What follows belongs to an exercise in optimizing a design on an open flow for small area, a short achievable clock period and few clock cycles; a production flow would make more cautious choices.
In this exercise RTL edits were held to simulation tests only and were not proved equivalent to the original.
Power is estimated from default activity; no workload was simulated.

Setup of fjord:
// CPU
module CPU(clk, rst, imem_addr, imem_rdata, dmem_addr, dmem_wdata, dmem_we, dmem_rdata);
	input clk, rst;
	output[31:0] imem_addr;
	input[31:0] imem_rdata;
	output[31:0] dmem_addr, dmem_wdata;
	output dmem_we;
	input[31:0] dmem_rdata;
	reg[31:0] eA, eB, eC;	 
	reg[4:0] eRd;
	reg eWe, eSt, eLd, eFwdLd, eBr, eJalr, ePred, eBrLt, eBrInv, eCin;
	reg eSelSum, eSelAnd, eSelOr, eSelXor, eSelSlt;
	reg[31:0] mRes, mData;
	reg[4:0] mRd;
	reg mWe, mSt, mLd;
	wire[31:0] sum;
	adder32bit aluAdd(eA, eB ^ {32{eCin}}, eCin, sum);
	wire[31:0] andv = eA & eB;
	wire[31:0] orv = eA | eB;
	wire[31:0] xorv = eA ^ eB;
	wire lt, eq;
	ALU cmp(eA, eB, lt, eq);
	wire selC = ~(eSelSum | eSelAnd | eSelOr | eSelXor | eSelSlt);
	wire[31:0] eRes = ({32{eSelSum}} & sum) | ({32{eSelAnd}} & andv) | ({32{eSelOr}} & orv) |
			({32{eSelXor}} & xorv) | {31'b0, eSelSlt & lt} | ({32{selC}} & eC);
	wire taken = (eBrLt ? lt : eq) ^ eBrInv;
	wire redirect = eJalr | (eBr & (taken ^ ePred));
	wire[31:0] redirPC = eJalr ? sum : eC;
	assign dmem_addr = mRes;
	assign dmem_wdata = mData;
	assign dmem_we = mSt;
	wire[31:0] mWb = mLd ? dmem_rdata : mRes;
	reg[31:0] rf[1:31];
	always @(posedge clk)
		if (mWe)
			rf[mRd] <= mWb;
	reg[31:0] pc;
	assign imem_addr = pc;
	reg[31:0] dInst, dPC;
	reg dValid;
	wire[31:0] inst = dInst;
	wire[4:0] op = inst[6:2];
	wire[4:0] rd = inst[11:7];
	wire[2:0] f3 = inst[14:12];
	wire[4:0] rs1 = inst[19:15];
	wire[4:0] rs2 = inst[24:20];
	wire isR = op == 5'b01100;
	wire isI = op == 5'b00100;
	wire isLW = op == 5'b00000;
	wire isSW = op == 5'b01000;
	wire isBR = op == 5'b11000;
	wire isJAL = op == 5'b11011;
	wire isJALR = op == 5'b11001;
	wire isLUI = op == 5'b01101;
	wire isALU = isR | isI;
	wire use1 = isALU | isLW | isSW | isBR | isJALR;
	wire use2 = isR | isSW | isBR;
	reg[31:0] rf1, rf2;
	integer i;
	always @* begin
		rf1 = 32'd0;
		rf2 = 32'd0;
		for (i = 1; i < 32; i = i + 1) begin
			rf1 = rf1 | ({32{rs1 == i}} & rf[i]);
			rf2 = rf2 | ({32{rs2 == i}} & rf[i]);
		end
	end
	wire e1 = eWe & (eRd == rs1);
	wire e2 = eWe & (eRd == rs2);
	wire m1 = mWe & (mRd == rs1);
	wire m2 = mWe & (mRd == rs2);
	wire[31:0] rv1 = e1 ? eRes : m1 ? mWb : rf1;
  ...
Size: about 160 I/O pins, roughly 0.059 sq mm of cells after synthesis.
export LEC_CHECK = 0
export CAP_MARGIN = 20
export CORE_AREA = 2.3 2.72 361.9 361.48
export CTS_CLUSTER_DIAMETER = 60
export CTS_CLUSTER_SIZE = 20
export DIE_AREA = 0 0 364.2 364.2
export PLACE_DENSITY = 0.7
export SLEW_MARGIN = 20
create_clock -name core_clock -period 10.0 [get_ports {clk}]
standard.sh (not shown) runs the stock make flow with config.mk's settings and CLKGATE_MAP_FILE= SYNTH_SCRIPT=/design/flow/synth_recipe.tcl, a recipe that flattens the netlist after the stock synthesis.
==> flow/flow/run.sh <==
#!/bin/bash
# Layout flow: the standard ORFS flow (standard.sh, standard synthesis and
# all steps unchanged) with two settings changed:
#  - the port buffers are plain buf_4 cells instead of delay buffers.
# make's full output goes to standard.log here; ORFS's own step logs are in orfs/logs.
set -euo pipefail
cd "$(dirname "$0")/.."
bash standard.sh SETUP_SLACK_MARGIN=6.5 "BUFFER_PORTS_ARGS=-buffer_cell sky130_fd_sc_hd__buf_4" finish > standard.log 2>&1
Having completed the whole flow, fjord delivered a layout that passed the timing, design-rule and antenna checks.
Testbench counts of fjord, summed over its fixed seeds: cycles 311,396.
For onyx, these inputs were changed with respect to fjord:
Settings: PLACE_DENSITY no longer set, was 0.7.
Results
Between fjord and onyx, final area increased.
Endpoint of the most critical setup path: eA[27] -> onyx, eB[24] -> fjord
Looking at flop-to-flop setup slack across onyx and fjord, the one that comes out lower is fjord.
Diff onyx and fjord: maximum clock rate lower in fjord
The flow did not stop early for onyx: all stages ran, and the layout cleared the timing, design-rule and antenna checks.
Re total power: onyx is about 5% up on fjord.
Sort onyx and fjord by met3 usage in global routing asc -> top: onyx
Lower cell depth of the worst flop-to-flop path among onyx and fjord: onyx
Between onyx and fjord, the difference in count of distinct cell types in the synthesized netlist is negligible.
Input-level comparison between delta and onyx:
--- a/flow/flow/run.sh
+++ b/flow/flow/run.sh
@@ -6,3 +6,3 @@
 set -euo pipefail
 cd "$(dirname "$0")/.."
-bash standard.sh SETUP_SLACK_MARGIN=6.5 "BUFFER_PORTS_ARGS=-buffer_cell sky130_fd_sc_hd__buf_4" finish > standard.log 2>&1
+bash standard.sh SETUP_SLACK_MARGIN=6.3 "BUFFER_PORTS_ARGS=-buffer_cell sky130_fd_sc_hd__buf_4" finish > standard.log 2>&1
==> notes.md <==
- delta reached the end of the flow, and the finished layout is clean on the timing, design-rule and antenna checks.
- For delta, the last element of the critical path was eC[15], unlike onyx, where it was eA[27].
- Internal power of the cells: delta < onyx
- Post-cts sizing count was higher in the run labelled onyx.
- Of onyx and delta, the higher area fraction of clock buffers and clock inverters belongs to onyx.
- onyx vs delta, worst setup path startpoint: dInst[16] vs dInst[22]
- Going from onyx to delta, the first-pass iteration count of the detailed router was found to have gone up by 4.
- As of delta, global-route wire length before repair had fallen slightly compared to onyx.
- ~same number of combinational gates with multiple inputs in onyx and delta
- Comparing onyx and delta, the lower critical path depth is on onyx.
- Summary: with onyx as the reference, area used by multi-input combinational logic in delta moved down by a few percent.
- delta against onyx: proportion of cell area occupied by multi-input gates decreased 0.18 points; hold slack essentially unchanged; achievable clock frequency decreased 2.9%.
Changes in tundra relative to delta:
Settings: putting PLACE_DENSITY at 0.7 where nothing was set; swapping 20 for 30 in CTS_CLUSTER_SIZE.
--- a/flow/flow/run.sh
+++ b/flow/flow/run.sh
@@ -6,3 +6,3 @@
 set -euo pipefail
 cd "$(dirname "$0")/.."
-bash standard.sh SETUP_SLACK_MARGIN=6.3 "BUFFER_PORTS_ARGS=-buffer_cell sky130_fd_sc_hd__buf_4" finish > standard.log 2>&1
+bash standard.sh SETUP_SLACK_MARGIN=6.8 "BUFFER_PORTS_ARGS=-buffer_cell sky130_fd_sc_hd__buf_4" finish > standard.log 2>&1
Results
- tundra: done, clean on timing, DRC and antenna
- Sort tundra and delta by met3 layer usage reported by global route desc -> top: tundra
- Compared with delta, tundra shows non-clock buffer count that has gone up by more than half.
- Synthesis-to-layout area growth (higher): tundra
- Of the two values seen for capture point of the worst path, eB[24] was produced by tundra and eC[15] by delta.
- [tundra] global-route usage fell 0.88 points relative to delta
- tundra: post-route standard cell area excluding fillers is about 7% higher than what delta reported.
- Compared to delta, tundra has post-cts gate resize count 360% higher.
- The final reports for tundra and delta show number of antenna violations at the first check in global routing higher in the former.

---

Starting RTL as in the previous note.
export LEC_CHECK = 0
export CAP_MARGIN = 20
export CORE_AREA = 2.3 2.72 361.9 361.48
export CTS_CLUSTER_DIAMETER = 60
export CTS_CLUSTER_SIZE = 20
export DIE_AREA = 0 0 364.2 364.2
export PLACE_DENSITY = 0.7
export SLEW_MARGIN = 20
create_clock -name core_clock -period 10.0 [get_ports {clk}]
==> flow/flow/run.sh <==
#!/bin/bash
# Layout flow: the standard ORFS flow (standard.sh, standard synthesis and
# all steps unchanged) with two settings changed:
#  - the port buffers are plain buf_4 cells instead of delay buffers.
# make's full output goes to standard.log here; ORFS's own step logs are in orfs/logs.
set -euo pipefail
cd "$(dirname "$0")/.."
bash standard.sh SETUP_SLACK_MARGIN=6.6 "BUFFER_PORTS_ARGS=-buffer_cell sky130_fd_sc_hd__buf_4" finish > standard.log 2>&1
Testbench counts at the start, summed over its fixed seeds: cycles 311,396.
Next try:
--- a/flow/flow/run.sh
+++ b/flow/flow/run.sh
@@ -6,3 +6,3 @@
 set -euo pipefail
 cd "$(dirname "$0")/.."
-bash standard.sh SETUP_SLACK_MARGIN=6.6 "BUFFER_PORTS_ARGS=-buffer_cell sky130_fd_sc_hd__buf_4" finish > standard.log 2>&1
+bash standard.sh SETUP_SLACK_MARGIN=6.7 "BUFFER_PORTS_ARGS=-buffer_cell sky130_fd_sc_hd__buf_4" finish > standard.log 2>&1
--- a/flow/config.mk
+++ b/flow/config.mk
@@ -11,4 +11,3 @@
 export CTS_CLUSTER_SIZE = 20
 export DIE_AREA = 0 0 364.2 364.2
-export PLACE_DENSITY = 0.7
 export SLEW_MARGIN = 20
=> The changed run ran to the end with no violations. Total power goes up by 1.1%. Global-route usage goes up by 2.3 points. Core utilization goes up by 0.18 points. Cell count goes up by 0.36%.

[port drivers added, routing unchanged]
How much do the figures lean on ideal ports? The routed layouts below were timed once more, with nothing changed but the port constraints.
Step 1 sets driving cells, clkbuf_16 on the clock port and buf_2 on the other inputs (assumed; they add their load-dependent delay and slew).
Step 2 times the ports against the registers' clock, not the clock port: input delays grow and output delays shrink by t, the midpoint of the rising clock arrivals with the driver on.
Slacks: no drivers / after step 1 / after step 2; pairs: no drivers / after step 1.
run	t, ns	setup WS [ns]	pins driven straight from the clock port
fjord	0.807	6.267 / 6.268 / 5.883	1
onyx	0.824	6.291 / 6.291 / 5.860	1
delta	0.822	6.181 / 6.181 / 5.939	1
tundra	0.799	6.434 / 6.434 / 5.976	1
the first run of note 2	0.817	6.424 / 6.424 / 5.911	1
the second run of note 2	0.830	6.257 / 6.257 / 5.964	1
After both steps setup and hold are still met in every run listed. The setup slack of the first run of note 2, which loses most, moves by 0.000 ns with the drivers and by -0.513 ns with both steps.
